This is an optimization exercise on Yosys and OpenROAD, whose aim is small area, not a production implementation.
Where RTL was checked, it was by simulation tests only, not by an equivalence proof against the original.
The clock port is modelled as an ideal driver, which makes a skipped or thinned clock tree look cheaper than it is; a real chip needs a root buffer or a tree.
Power is estimated from default activity; no workload was simulated.

==> module router, before the edit <==
module router(
  input         clock, input resetn,
  input         pkt_valid, input [7:0] data_in,
  input         read_enb_0, input read_enb_1, input read_enb_2,
  output [7:0]  data_out_0, output [7:0] data_out_1, output [7:0] data_out_2,
  output        vld_out_0,  output vld_out_1,  output vld_out_2,
  output        err, output busy
);
  reg       in_pkt, err_r;
  reg [1:0] dest;
  reg [5:0] remaining;
  reg [7:0] parity_acc;
  assign busy = in_pkt;
  assign err  = err_r;
  wire [7:0] pn = data_in ^ (parity_acc & {8{in_pkt}});
  wire nz = |remaining;
  wire store = in_pkt & pkt_valid & nz;
  wire [5:0] bt;
  assign bt[0] = nz;
  assign bt[1] = bt[0] & ~remaining[0];
  assign bt[2] = bt[1] & ~remaining[1];
  assign bt[3] = bt[2] & ~remaining[2];
  assign bt[4] = bt[3] & ~remaining[3];
  assign bt[5] = bt[4] & ~remaining[4];
  always @(posedge clock) begin
    parity_acc <= pn;
    remaining  <= in_pkt ? (remaining ^ bt) : data_in[7:2];
    if (!in_pkt) dest <= data_in[1:0];
  end
  always @(posedge clock or negedge resetn) begin
    if (!resetn) begin
      in_pkt <= 1'b0; err_r <= 1'b0;
    end else begin
      in_pkt <= pkt_valid;
      err_r  <= in_pkt & ~pkt_valid & (|pn);
    end
  end
  router_fifo f0(.clock(clock), .resetn(resetn), .push_req(store & ~dest[1] & ~dest[0]),
    .read_enb(read_enb_0), .data_in(data_in), .data_out(data_out_0), .vld(vld_out_0));
  router_fifo f1(.clock(clock), .resetn(resetn), .push_req(store & ~dest[1] & dest[0]),
    .read_enb(read_enb_1), .data_in(data_in), .data_out(data_out_1), .vld(vld_out_1));
  router_fifo f2(.clock(clock), .resetn(resetn), .push_req(store & dest[1]),
    .read_enb(read_enb_2), .data_in(data_in), .data_out(data_out_2), .vld(vld_out_2));
endmodule
==> flow/config.mk <==
export PLATFORM = sky130hd
export DESIGN_NAME = router
export DESIGN_NICKNAME = router
export VERILOG_FILES = /design/flow/design.v
export SDC_FILE = /design/flow/constraint.sdc
export NUM_CORES = 4
export LEC_CHECK = 0
export CAP_MARGIN = 0
export CORE_MARGIN = 2
export CORE_UTILIZATION = 80
export PLACE_DENSITY = 0.85
export SETUP_SLACK_MARGIN = 0.08
export SLEW_MARGIN = 0
export SYNTH_HIERARCHICAL = 1
export SYNTH_MINIMUM_KEEP_SIZE = 0
==> flow/constraint.sdc <==
create_clock -name core_clock -period 3.2 [get_ports {clock}]
set_input_delay 0.6400 -clock core_clock [delete_from_list [all_inputs] [get_ports {clock}]]
set_output_delay 0.6400 -clock core_clock [all_outputs]
set_load 0.01 [all_outputs]
standard.sh (not shown) runs the stock make flow with config.mk's settings and CLKGATE_MAP_FILE= SYNTH_SCRIPT=/design/flow/synth_recipe.tcl, a recipe that flattens the netlist after the stock synthesis.
==> flow/flow/run.sh <==
#!/bin/bash
# ORFS layout through the standard.sh, run on a copy of the ORFS scripts
# with two of them replaced:
#  - abc_speed.script: an area-oriented ABC mapping (flow/abc_area.script);
#    flip-flop mapping, flattening and naming are untouched, so the registers
#    are exactly the standard synthesis's;
#  - cts.tcl: a two-level clock tree (flow/cts.tcl) instead of TritonCTS.
# Port buffers use the smallest buffer cell.
set -euo pipefail
here=$(pwd)
rm -rf "$here/scripts_area"
cp -r "$FLOW_HOME/scripts" "$here/scripts_area"
cp "$here/flow/abc_area.script" "$here/scripts_area/abc_speed.script"
cp "$here/flow/cts.tcl" "$here/scripts_area/cts.tcl"
export BUFFER_PORTS_ARGS="-buffer_cell sky130_fd_sc_hd__buf_1"
export FLOW_CTS_MAX_SINKS=19
bash standard.sh SCRIPTS_DIR="$here/scripts_area" > standard.log 2>&1
Other scripts of this flow, unchanged in this note and not shown: flow/flow/abc_area.script, flow/flow/cts.tcl
==> next run, changes <==
--- a/flow/design.v
+++ b/flow/design.v
@@ -64,25 +64,25 @@
   output        err, output busy
 );
   reg       in_pkt, err_r;
   reg [1:0] dest;
-  reg [5:0] remaining;
+  reg [5:0] rem_n;   
   reg [7:0] parity_acc;
   assign busy = in_pkt;
   assign err  = err_r;
   wire [7:0] pn = data_in ^ (parity_acc & {8{in_pkt}});
-  wire nz = |remaining;
+  wire nz = ~&rem_n;
   wire store = in_pkt & pkt_valid & nz;
-  wire [5:0] bt;
-  assign bt[0] = nz;
-  assign bt[1] = bt[0] & ~remaining[0];
-  assign bt[2] = bt[1] & ~remaining[1];
-  assign bt[3] = bt[2] & ~remaining[2];
-  assign bt[4] = bt[3] & ~remaining[3];
-  assign bt[5] = bt[4] & ~remaining[4];
+  wire [5:0] ct;
+  assign ct[0] = nz;
+  assign ct[1] = ct[0] & rem_n[0];
+  assign ct[2] = ct[1] & rem_n[1];
+  assign ct[3] = ct[2] & rem_n[2];
+  assign ct[4] = ct[3] & rem_n[3];
+  assign ct[5] = ct[4] & rem_n[4];
   always @(posedge clock) begin
     parity_acc <= pn;
-    remaining  <= in_pkt ? (remaining ^ bt) : data_in[7:2];
+    rem_n      <= in_pkt ? (rem_n ^ ct) : ~data_in[7:2];
     if (!in_pkt) dest <= data_in[1:0];
   end
   always @(posedge clock or negedge resetn) begin
     if (!resetn) begin
Clock power hardly moves.
Cell area hardly moves.
Global-route usage rose by 1.1 points.
Area after synthesis hardly moves.
Sequential share of layout area is about the same.
Total power barely changes.
Routed wire length rose by 4.2%.
Clock skew is about the same.
First-iteration DRC count fell by 7.6%.
Fmax stays flat.
Register-to-register slack loses 0.11 ns.
Die area hardly moves.
Core utilization hardly moves.
No functional check of the RTL was part of the second run of this note. In every run of this note, the design's own scripts or RTL, not TritonCTS, make the clock network.

[what the ideal ports hide]
In the flow no input, the clock included, has a driving cell. The finished layouts below were timed again as built, in two steps.
Step 1, drivers: a clkbuf_16 drives clock and a buf_2 each remaining input, both assumed.
Step 2 also shifts input and output timing later by t, the mid clock arrival at the registers, as if the neighbouring blocks saw the same clock.
Three values: ideal ports, drivers, drivers and shift; two values: the first two.
run | t (ns) | slack for setup (ns) | hold WS [ns] | clock arrival spread, ns | worst data-port slew with drivers (ns)
the first run | 0.460 | 0.277 / 0.245 / 0.705 | 0.300 / 0.299 / 0.450 | 0.017 / 0.017 | 0.04
the second run | 0.492 | 0.269 / 0.234 / 0.726 | 0.300 / 0.295 / 0.445 | 0.017 / 0.017 | 0.04
After both steps every run listed still meets setup and hold.
